Background: an optimization exercise with open tools, aiming at small area. Do not read the settings as production practice. Only simulation tests tie the RTL to the original design; equivalence was not proved. No activity file was given, so power comes from the tool's default toggle rates.

**config.mk**
```make
export PLATFORM = sky130hd
export DESIGN_NAME = topmodule
export DESIGN_NICKNAME = topmodule
export VERILOG_FILES = /design/flow/design.v
export SDC_FILE = /design/flow/constraint.sdc
export NUM_CORES = 4
export LEC_CHECK = 0
export CAP_MARGIN = 20
export CORE_MARGIN = 2
export CORE_UTILIZATION = 40
export SLEW_MARGIN = 20
```
**constraint.sdc**
```tcl
create_clock -name core_clock -period 10.0 [get_ports {clk_in}]
set_input_delay 2.0000 -clock core_clock [delete_from_list [all_inputs] [get_ports {clk_in}]]
set_output_delay 2.0000 -clock core_clock [all_outputs]
set_load 0.01 [all_outputs]
```
**design.v**
```verilog
module binary_to_segment(
    input [4:0] binary_in,
    output reg [6:0] seven_out
    );
always @(binary_in)
begin
	case(binary_in)								 
		5'b00000: seven_out =7'b0000001;			 
		5'b00001: seven_out =7'b1001111;			 
		5'b00010: seven_out =7'b0010010;			 
		5'b00011: seven_out =7'b0000110;			 
		5'b00100: seven_out =7'b1001100;			 
		5'b00101: seven_out =7'b0100100;			 
		5'b00110: seven_out =7'b0100000;			 
		5'b00111: seven_out =7'b0001111;			 
		5'b01000: seven_out =7'b0000000;			 
		5'b01001: seven_out =7'b0000100;			 
		5'b01010: seven_out =7'b0001000;			 
		5'b01011: seven_out =7'b1100000;			 
		5'b01100: seven_out =7'b0110001;			 
		5'b01101: seven_out =7'b1000010;			 
		5'b01110: seven_out =7'b0110000;			 
		5'b01111: seven_out =7'b0111000;			 
		5'b10000: seven_out =7'b1110000; 		 
		5'b10001: seven_out =7'b1111110;			 
		5'b10010: seven_out =7'b0011000;			 
		5'b10011: seven_out =7'b0100100;			 
		5'b10100: seven_out =7'b1000010;        
		5'b10101: seven_out =7'b0110001;			 
		5'b10110: seven_out =7'b1111111;			 
		5'b10111: seven_out =7'b1000001;			 
		5'b11000: seven_out =7'b1101010;			 
		5'b11001: seven_out =7'b1110001;			 
		default: seven_out = 7'h1;
	endcase
end
endmodule
module seven_segment(
    input clk,
    input en,
    input rst,
	 input [19:0] big_bin,
	 output reg [3:0]AN,
	 output [6:0]seven_out
    );
	reg [4:0] seven_in;
	reg [1:0] count;
	always @(posedge clk or posedge rst)
	begin
		if (rst) begin
			AN <= 4'b1110;
			seven_in <= 0;
			count <= 0;
		end
		else if (en) begin
		count <= count + 1;
		case (count)
	 	0: begin
			AN <= 4'b1110;
			seven_in <= big_bin[4:0];
	 	end
	 	1: begin
			AN <= 4'b1101;
			seven_in <= big_bin[9:5];
		end
		2: begin
			AN <= 4'b1011;
			seven_in <= big_bin[14:10];
		end
		3: begin
			AN <= 4'b0111;
			seven_in <= big_bin[19:15];
		end
		endcase
		end
	end
	binary_to_segment disp0(seven_in,seven_out);
endmodule
module debouncer(
	input 		clk,
	input 		en,
	input 		rst,
	input 		noisy_in,  
	output reg 	clean_out  
    );
reg noisy_in_reg;
reg clean_out_tmp1;  
reg clean_out_tmp2;  
always@(posedge clk or posedge rst)
begin
	if (rst==1'b1) begin
		noisy_in_reg <= 0;
		clean_out_tmp1 <= 0;
		clean_out_tmp2 <= 0;
		clean_out <= 0;
	end
	else if (en) begin
		noisy_in_reg <= noisy_in;  
				clean_out_tmp1 <= noisy_in_reg;
			clean_out_tmp2 <= clean_out_tmp1;
			clean_out <= ~clean_out_tmp2 & clean_out_tmp1;  
	end
end
endmodule
module clk_divider1k #(
	parameter toggle_value = 2,
	parameter W = 2
)(
	input clk_in,
	input rst,
	output reg divided_clk,
	output tick
    );
reg[W-1:0] cnt;
assign tick = (cnt==toggle_value) & ~divided_clk;
always@(posedge clk_in or posedge rst)
begin
	if (rst==1) begin
		cnt <= 0;
		divided_clk <= 0;
	end
	else begin
		if (cnt==toggle_value) begin
			cnt <= 0;
			divided_clk <= ~divided_clk;
		end
		else begin
			cnt <= cnt +1;
			divided_clk <= divided_clk;
		end
	end
end
endmodule
module clk_divider10M #(
	parameter toggle_value = 9,
	parameter W = 4
)(
	input clk_in,
	input rst,
	output reg divided_clk,
	output tick
    );
reg[W-1:0] cnt;
assign tick = (cnt==toggle_value) & ~divided_clk;
always@(posedge clk_in or posedge rst)
begin
	if (rst==1) begin
		cnt <= 0;
		divided_clk <= 0;
	end
	else begin
		if (cnt==toggle_value) begin
			cnt <= 0;
			divided_clk <= ~divided_clk;
		end
		else begin
			cnt <= cnt +1;
			divided_clk <= divided_clk;
		end
	end
end
endmodule
module ASM (input clk,
	 input en,
	 input ssd_en,
    input rst,
    input clr,
    input ent,
    input change,
	 output reg [4:0] led,
    input [3:0] sw,
	 output [3:0]AN,
	 output [6:0]seven_out
	 ); 
 reg [19:0] ssd;
 reg [15:0] password; 
 reg [15:0] inpassword;
 reg [5:0] current_state;
 reg islocked;
 reg [5:0] next_state;	
parameter IDLE = 5'b00000;  
parameter GETFIRSTDIGIT = 5'b00001;  
parameter GETSECONDDIGIT = 5'b00010;  
parameter GETTHIRDDIGIT = 5'b00011;  
parameter GETFOURTHDIGIT = 5'b00100;  
parameter NEWFIRSTDIGIT= 5'b00101;
parameter NEWSECONDDIGIT= 5'b00110;
parameter NEWTHIRDDIGIT= 5'b00111;
parameter NEWFOURTHDIGIT= 5'b01000;
parameter UNLOCKEDSTATE = 5'b01001;
parameter CHECKPASSWORD = 5'b01010;
parameter LOCKEDSTATE = 5'b01011;
parameter CLEAR = 5'b01100;
parameter C=5'b01111;  
parameter L=5'b01101;  
parameter S=5'b10011;
parameter d=5'b10100;
parameter O=5'b00000;
parameter P=5'b10010;
parameter E=5'b01110;
parameter n=5'b01100;
parameter dash=5'b10001;
parameter blank=5'b01010;
parameter zero = 1'b0;
	always @ (posedge clk or posedge rst)
	begin
		if(rst==1)
			current_state<= IDLE;
		else if(en)
		current_state<= next_state;
	end
	always @ (*)
	begin
			if(current_state == IDLE)
			begin
				if(ent == 1)
					next_state = GETFIRSTDIGIT;
				else if(clr == 1)
					next_state = GETFIRSTDIGIT;
				else 
					next_state = current_state;			
			end
			else if (current_state == UNLOCKEDSTATE)
			begin
				if (ent == 1)
					next_state = GETFIRSTDIGIT;
				else if (change == 1)
					next_state = NEWFIRSTDIGIT;
				else
					next_state = current_state;
			end
			else if (current_state == LOCKEDSTATE)
			begin
				if (ent == 1)
					next_state = GETFIRSTDIGIT;
				else
					next_state = current_state;
			end
			else if (current_state == GETFIRSTDIGIT)
			begin
				if (ent == 1)
					next_state = GETSECONDDIGIT;
				else if(clr == 1)
					next_state = GETFIRSTDIGIT;
				else
					next_state = current_state;
			end
			else if (current_state == GETSECONDDIGIT)
			begin
				if (ent == 1)
					next_state = GETTHIRDDIGIT;
				else if(clr == 1)
					next_state = GETFIRSTDIGIT;
				else
					next_state = current_state;
			end
			else if (current_state == GETTHIRDDIGIT)
			begin
				if (ent == 1)
					next_state = GETFOURTHDIGIT;
				else if(clr == 1)
					next_state = GETFIRSTDIGIT;
				else
					next_state = current_state;
			end
			else if (current_state == GETFOURTHDIGIT)
			begin
				if (ent == 1)
					next_state = CHECKPASSWORD;
				else if(clr == 1)
					next_state = GETFIRSTDIGIT;
				else
					next_state = current_state;
			end
			else if (current_state == NEWFIRSTDIGIT)
			begin
				if (ent == 1)
					next_state = NEWSECONDDIGIT;
				else if(clr == 1)
					next_state = NEWFIRSTDIGIT;
				else
					next_state = current_state;
			end
			else if (current_state == NEWSECONDDIGIT)
			begin
				if (ent == 1)
					next_state = NEWTHIRDDIGIT;
				else if(clr == 1)
					next_state = NEWFIRSTDIGIT;
				else
				next_state = current_state;
			end
			else if (current_state == NEWTHIRDDIGIT)
			begin
				if (ent == 1)
					next_state = NEWFOURTHDIGIT;
				else if(clr == 1)
					next_state = NEWFIRSTDIGIT;
				else
					next_state = current_state;
			end
			else if (current_state == NEWFOURTHDIGIT)
			begin
				if (ent == 1)
					next_state = LOCKEDSTATE;
				else if(clr == 1)
					next_state = NEWFIRSTDIGIT;
				else
					next_state = current_state;
			end
			else if (current_state == CHECKPASSWORD)
			begin
				if (inpassword == password)
				begin
					if (islocked == 1)
						next_state = UNLOCKEDSTATE;
					else
						next_state = LOCKEDSTATE;					
				end	
				else
				begin
					if (islocked == 1)
						next_state = LOCKEDSTATE;
					else
						next_state = UNLOCKEDSTATE;
				end
			end
			else
				next_state = current_state;
	end
	always @ (posedge clk or posedge rst)
	begin
		if(rst)
		begin
			password[15:0]<=16'b0000000000000000;
			islocked <= 1;
		end
		else if(en)
			if(current_state == IDLE)
			begin
			 	password[15:0] <= 16'b0000000000000000; 
			end
			else if(current_state == GETFIRSTDIGIT)
			begin
				if(ent==1)
					inpassword[15:12]<=sw[3:0];  
			end
			else if (current_state == GETSECONDDIGIT)
			begin
				if(ent==1)
					inpassword[11:8]<=sw[3:0];  
			end
			else if (current_state == GETTHIRDDIGIT)
			begin
				if(ent==1)
					inpassword[7:4]<=sw[3:0];  
			end
			else if (current_state == GETFOURTHDIGIT)
			begin
				if(ent==1)
					inpassword[3:0]<=sw[3:0];  
			end
			else if (current_state == LOCKEDSTATE || current_state == IDLE)
			begin
				islocked <= 1;
			end
			else if (current_state == UNLOCKEDSTATE)
			begin
				islocked <= 0;
			end
			else if(current_state == NEWFIRSTDIGIT)
			begin
				if(ent==1)
					password[15:12]<=sw[3:0];
			end
			else if (current_state == NEWSECONDDIGIT)
			begin
				if(ent==1)
					password[11:8]<=sw[3:0];
			end
			else if (current_state == NEWTHIRDDIGIT)
			begin
				if(ent==1)
					password[7:4]<=sw[3:0];
			end
			else if (current_state == NEWFOURTHDIGIT)
			begin
				if(ent==1)
					password[3:0]<=sw[3:0];
			end
	end
	always @(posedge clk or posedge rst)
	begin
		if(rst)
		begin
		ssd <= {C, L, S, d};
		led <= IDLE;
		end
		else if(!en)
		begin
		end
		else if(current_state == IDLE)
		begin
		ssd <= {C, L, S, d};	 
		led <= IDLE;
		end
		else if(current_state == GETFIRSTDIGIT)
		begin
		ssd <= { zero,sw[3:0], blank, blank, blank};	
		led <= GETFIRSTDIGIT;
		end
		else if(current_state == GETSECONDDIGIT)
		begin
		ssd <= { dash,zero,sw[3:0], blank, blank};
		led <= GETSECONDDIGIT;
		end
		else if(current_state == GETTHIRDDIGIT)
		begin
		ssd <= { dash , dash,zero,sw[3:0], blank};
		led <= GETTHIRDDIGIT;
		end
		else if(current_state == GETFOURTHDIGIT)
		begin
		ssd <= { dash , dash, dash,zero,sw[3:0]};
		led <= GETFOURTHDIGIT;
		end
		else if(current_state == NEWFIRSTDIGIT)
		begin
		ssd <= { zero, sw[3:0], blank, blank, blank};	 
		led <= NEWFIRSTDIGIT;
		end
		else if(current_state == NEWSECONDDIGIT)
		begin
		ssd <= {zero,password[15:12], zero,sw[3:0], blank, blank};	 
		led <= NEWSECONDDIGIT;
		end
		else if(current_state == NEWTHIRDDIGIT)
		begin
		ssd <= { zero,password[15:12] , zero, password[11:8], zero,sw[3:0], blank};	
		led <= NEWTHIRDDIGIT;
		end
		else if(current_state == NEWFOURTHDIGIT)
		begin
		ssd <= { zero,password[15:12] , zero, password[11:8], zero, password[7:4], zero,sw[3:0]};
		led <= NEWFOURTHDIGIT;
		end
		else if(current_state == UNLOCKEDSTATE)
		begin
		ssd <= {O, P, E, n};
		led <= UNLOCKEDSTATE;		
		end
		else if(current_state == LOCKEDSTATE)
		begin
		ssd <= {C, L, S, d};	
		led <= LOCKEDSTATE;			
		end
	end
    seven_segment SSD(clk, ssd_en, rst, ssd, AN, seven_out);
endmodule
module topmodule(input clk_in,
    input rst,
    input clr,
    input ent,
    input chg,
	 output [4:0]led,
	 output [3:0]AN,
    input [3:0]sw,
	 output [6:0]seven_out
    );
	wire clk_out1, clk_out2, tick1, tick2, clear, enter, change;
    clk_divider1k clock1k(clk_in, rst, clk_out1, tick1);
    clk_divider10M  clock10M(clk_in, rst, clk_out2, tick2);
    debouncer clear1(clk_in, tick2, rst, clr, clear);
    debouncer enter1(clk_in, tick2, rst, ent, enter);
    debouncer change1(clk_in, tick2, rst, chg, change);
    ASM ASMmodule(clk_in, tick2, tick1, rst, clear, enter, change, led, sw, AN, seven_out);
endmodule
```
**run.sh**
```bash
#!/bin/bash
# synth_recipe.tcl (not shown) runs the flow's synth.tcl, then flattens the netlist and writes it again
# the make line also repeats each setting of config.mk as NAME=value (left out here)
make -C /OpenROAD-flow-scripts/flow DESIGN_CONFIG=/design/flow/config.mk WORK_HOME=/design/flow/orfs CLKGATE_MAP_FILE= SYNTH_SCRIPT=/design/flow/synth_recipe.tcl finish
```
==> flow_summary.rst <==
.. list-table::
   :header-rows: 1

   * - Metric
     - Value
   * - Outcome
     - complete, no violations
   * - Path type of the worst min-delay path
     - register to register
   * - Syn Inst Count
     - about 550
   * - Total detailed-routing wirelength
     - approximately 12000 um
   * - Fraction of synthesized area in multiplexers
     - under 10%
   * - Summed instance area of the synthesized netlist
     - 5200 um2
   * - Number of flops mapped to enable cells by yosys
     - 16
   * - Unique masters post-synth
     - 72
   * - Number of sinks driven by the clock tree
     - 94
   * - Final critical-path setup slack
     - 5.55 ns
   * - Prevailing post-synth register cell
     - sky130_fd_sc_hd__dfrtp_1
   * - Depth of the worst register-to-register path
     - 4
   * - Via density per instance
     - around 5.6
   * - Warnings, synthesis
     - 6
   * - Max H-tree Level
     - 3
   * - CP peak stage delay
     - 0.49 ns
   * - Unrepaired setup endpoints after global routing
     - false
   * - Initial Util
     - 41.0%
   * - DR iter-0 viols
     - approximately 440
   * - Setup repair bufs after CTS
     - 0
   * - Cell Pwr Density
     - 134 nW/um2
   * - Global route overflow
     - 0
   * - Max-Cap Viols
     - 0
   * - Clock tree from TritonCTS
     - yes
   * - Main combinational cell family by area after synthesis
     - compound AO/OA/AOI/OAI gates
   * - Highest clock frequency the design can meet
     - between 0.2 and 0.25 GHz
   * - Die boundary height
     - approximately 120 um
   * - Post-synthesis simple-gate area fraction
     - 18.0%
   * - Clock root buffer master
     - sky130_fd_sc_hd__clkbuf_16
   * - Library cell contributing the largest single delay on the critical path
     - sky130_fd_sc_hd__clkdlybuf4s50_1
   * - Worst-margin pin slew
     - around 0.95 ns
   * - Mean routed wirelength per cell
     - 17.1 um
   * - Number of register bits inferred by synthesis
     - 94
   * - R2R Path End
     - ASMmodule.inpassword[3]
   * - Maximum VDD drop
     - about 0.12 mV
   * - Area used by multi-input combinational logic
     - around 2500 um2
   * - Synthesized Nets
     - 564
   * - Startpoint of the worst-slack reg-to-reg timing path
     - clock10M.cnt[2]
   * - Final layout net count
     - 562
   * - Number of hold violations in the final report
     - 0
   * - Post-Synth XOR/XNOR Area
     - 3.20%
   * - Largest net degree at the start of global routing
     - 44
   * - Clock-pin slew on the worst setup and hold paths
     - 0.06 ns
   * - Number of vias in the routed layout
     - 3999
   * - Seq/Total Area, Yosys
     - between 40% and 50%
   * - Register-to-register path setup slack
     - 7.20 ns
   * - Arithmetic-cell share of the synthesized area counting full adders, half adders and majority gates
     - 2.41%
   * - Global-route wire length before repair
     - a little over 20000 um
   * - TNS Setup
     - 0 ns
   * - DP HPWL
     - 8580 um
   * - Row count
     - 41
   * - Capturing element type of the critical path
     - primary output
   * - Antenna violations before repair
     - 0
   * - Area added between synthesis and finish
     - 12.2%
   * - Detailed-route DRC error count
     - 0
   * - Number of CTS-inserted buffers
     - 9
   * - Top cell family by delay on the critical path
     - multiplexers
   * - IO Port Bufs
     - 23
   * - Fillcell total
     - ~1200
   * - Share of synthesized flip-flops with an asynchronous set or reset
     - 83.0%
   * - Ratio of final minimum period to clock period
     - between 40% and 50%
   * - Relative slew slack
     - 36.7%
   * - Maximum fanout along the worst path
     - 7
   * - Syn avg cell area
     - 9.54 um2
   * - Crit start category
     - register
   * - Number of global-route vias before repair
     - 3854
   * - Static leakage
     - 0.00240 uW
   * - Core region area
     - 12700 um2
   * - Hold path start
     - clock1k.cnt[1]
   * - Critical path type
     - register to primary output
   * - Max reg flops
     - 20
   * - Data arrival time of the worst path
     - ~2.5 ns
   * - DIE AREA
     - 13900 um2
   * - Count of cells along the worst hold path
     - 1
   * - Final count of pins violating max slew
     - 0
   * - Final Setup Violations
     - 0
   * - Post-cts sizing count
     - 0
   * - Cell chain of the critical path
     - inv_1, ha_1, mux2_2, mux4_2, clkdlybuf4s50_1
   * - Minimum period implied by the final worst setup slack
     - 4.45 ns
   * - Hold Path Sink
     - clock1k.cnt[0]
   * - Max Clock Skew
     - 0.00574 ns
   * - Fraction of layout instances using a drive strength above 1
     - 13.1%
   * - Clk latency of the worst-skew pair
     - 0.34 ns
   * - Antenna viol nets, final
     - 0
   * - Worst slack after detailed placement
     - 5.77 ns
   * - Clock tree buffer depth
     - 2
   * - Most flops, register
     - ASMmodule.ssd
   * - Combined flip-flop and latch cell area
     - 2450 um2
   * - TritonRoute pass-1 iters
     - 7
   * - Total routing usage reported by global routing
     - 18.2%
   * - Antenna Diode Count
     - 0
   * - Required time at the endpoint of the critical path
     - 8.00 ns
   * - Routability-driven placement congestion ratio
     - 0.904
   * - I/O pin cnt
     - 25
   * - Compound-gate portion of the synthesized area
     - 19.2%
   * - Number of hold buffers added after cts
     - 0
   * - Registers with the most flip-flops
     - ASMmodule.ssd (20), ASMmodule.inpassword (16), ASMmodule.password (16)
   * - Total buffers and inverters traversed by the critical path
     - 2
   * - Die extent in x
     - around 120 um
-- synth_stat cells, types with 8 or more instances --
master                      n  share of area, %
sky130_fd_sc_hd__inv_1     14               1.0
sky130_fd_sc_hd__xnor2_1   19               3.2
sky130_fd_sc_hd__a21oi_1   29               2.8
sky130_fd_sc_hd__nand2b_1  11               1.3
sky130_fd_sc_hd__clkbuf_1  25               1.8
sky130_fd_sc_hd__edfxtp_1  16               9.2
sky130_fd_sc_hd__dfrtp_1   62                30
sky130_fd_sc_hd__nand2_1   89               6.4
sky130_fd_sc_hd__nor2_1    37               2.7
sky130_fd_sc_hd__o21ai_0   47               4.5
sky130_fd_sc_hd__ha_1      10               2.4
sky130_fd_sc_hd__mux2_2    20               4.3
sky130_fd_sc_hd__buf_2      8              0.77
sky130_fd_sc_hd__dfstp_2   16               8.1
-- kinds of logic (layout without fill, tap and decap cells) --
family / after synthesis / count (layout)
and+or+nand+nor: 194 / 194
muxes: 25 / 25
AOI/OAI and AO/OA: 148 / 148
other: 1 / 1
buffers and inverters: 54 / 57
xor gates and xnor gates: 19 / 19
adders and majority gates: 10 / 10
DFF: 94 / 94
-- metal layers --
layer  GRT usage [%]  routed length, um  up-vias
met2            28.9               5890      117
met1            24.7               5600     1915
met3            3.73                582       19
met5               0                  0        -
met4            6.85                259        0
li1                -                  -     1948
-- worst max path at each step --
| stage | startpoint | to | slack [ns] | cells after the start |
|---|---|---|---|---|
| 3_3_place_gp | rst | ASMmodule.inpassword[10] | 5.89 | 4 |
| 2_1_floorplan | rst | ASMmodule.inpassword[0] | 5.17 | 3 |
| 5_1_grt | ASMmodule.SSD.seven_in[1] | seven_out[3] | 5.40 | 8 |
| 6_report | ASMmodule.SSD.seven_in[0] | seven_out[1] | 5.55 | 5 |
| 3_5_place_dp | rst | ASMmodule.inpassword[11] | 5.77 | 4 |
| 4_1_cts | ASMmodule.SSD.seven_in[0] | seven_out[1] | 5.55 | 5 |
-- power breakdown --
part	switching (uW)	total, uW	internal [uW]	leakage [uW]
sequential	0.771	392	391	0.00110
clock	140	374	234	0.000162
combinational	10.6	14.4	3.76	0.00114
total	151	780	629	0.00240
-- cell usage in the layout (no fill, tap or decap), types with 3 or more instances in the layout --
master / netlist / routed
sky130_fd_sc_hd__a211oi_1: 4 / 4
sky130_fd_sc_hd__a21o_1: 6 / 6
sky130_fd_sc_hd__a21oi_1: 29 / 29
sky130_fd_sc_hd__a222oi_1: 5 / 5
sky130_fd_sc_hd__a2bb2oi_1: 5 / 5
sky130_fd_sc_hd__a31oi_1: 6 / 6
sky130_fd_sc_hd__and2_1: 6 / 6
sky130_fd_sc_hd__buf_4: 3 / 4
sky130_fd_sc_hd__clkbuf_16: 0 / 10
sky130_fd_sc_hd__clkdlybuf4s50_1: 0 / 23
sky130_fd_sc_hd__dfrtp_1: 62 / 62
sky130_fd_sc_hd__dfstp_2: 16 / 16
sky130_fd_sc_hd__edfxtp_1: 16 / 16
sky130_fd_sc_hd__ha_1: 10 / 10
sky130_fd_sc_hd__inv_1: 14 / 13
sky130_fd_sc_hd__mux2_2: 20 / 20
sky130_fd_sc_hd__mux2i_1: 4 / 4
sky130_fd_sc_hd__nand2_1: 89 / 89
sky130_fd_sc_hd__nand2b_1: 11 / 11
sky130_fd_sc_hd__nand3_1: 6 / 6
sky130_fd_sc_hd__nand3b_1: 4 / 4
sky130_fd_sc_hd__nand4_1: 5 / 5
sky130_fd_sc_hd__nor2_1: 37 / 37
sky130_fd_sc_hd__nor2b_1: 5 / 5
sky130_fd_sc_hd__nor3_1: 5 / 5
sky130_fd_sc_hd__nor4_1: 6 / 6
sky130_fd_sc_hd__o2111ai_1: 4 / 4
sky130_fd_sc_hd__o211ai_1: 3 / 3
sky130_fd_sc_hd__o21ai_0: 47 / 47
sky130_fd_sc_hd__o221ai_1: 3 / 3
sky130_fd_sc_hd__o22ai_1: 4 / 4
sky130_fd_sc_hd__o31ai_1: 6 / 6
sky130_fd_sc_hd__or2_2: 3 / 3
sky130_fd_sc_hd__xnor2_1: 19 / 19
-- worst register-to-register path: cells and delay by family (launching register included) --
family           cells  cell delay, ns
DFF                  1            0.42
and+or+nand+nor      4            2.01
-- stage by stage --
stage	cells	utilization, %	hold WS [ns]	area (um2)	total power [uW]
final	720	46.0	0.454	5830	780
after global routing	720	46.0	0.469	5830	806
after CTS	720	46.0	0.450	5830	792
after detailed placement	704	43.4	0.441	5500	414
after global placement	704	43.4	0.429	5500	413
after floorplan	545	-	0.418	5200	405
-- area by class of cell --
cell class              count  share of cell area, %
multi-input cells         397                   43.1
flip-flops and latches     94                   42.0
repair buffers             27                   4.46
clock inverters             5                   1.39
inverters                  14                  0.922
clock buffers              11                   4.35
well taps                 172                   3.69

afterwards: timing with drivers on the ports:
The flow's constraints put no driver on any port. The routed layout listed below was extracted and timed again, unchanged, in two steps. Step 1 assumes that a clkbuf_16 drives the clock port and a buf_2 every other input. Step 2 moves the port delays by t, midway between the first and last clock arrival at a register: inputs arrive t later, outputs are due t later. That takes back most of the time a late clock gives input paths. Slacks: no drivers / after step 1 / after step 2; pairs: no drivers / after step 1.
shift t [ns]: 0.381
setup slack, ns: 5.551 / 5.512 / 5.842
worst register clock-pin slew, ns: 0.06 / 0.06
After both steps this run still meets setup and hold. The setup slack of this run moves by -0.039 ns with the drivers and by +0.291 ns with both steps.
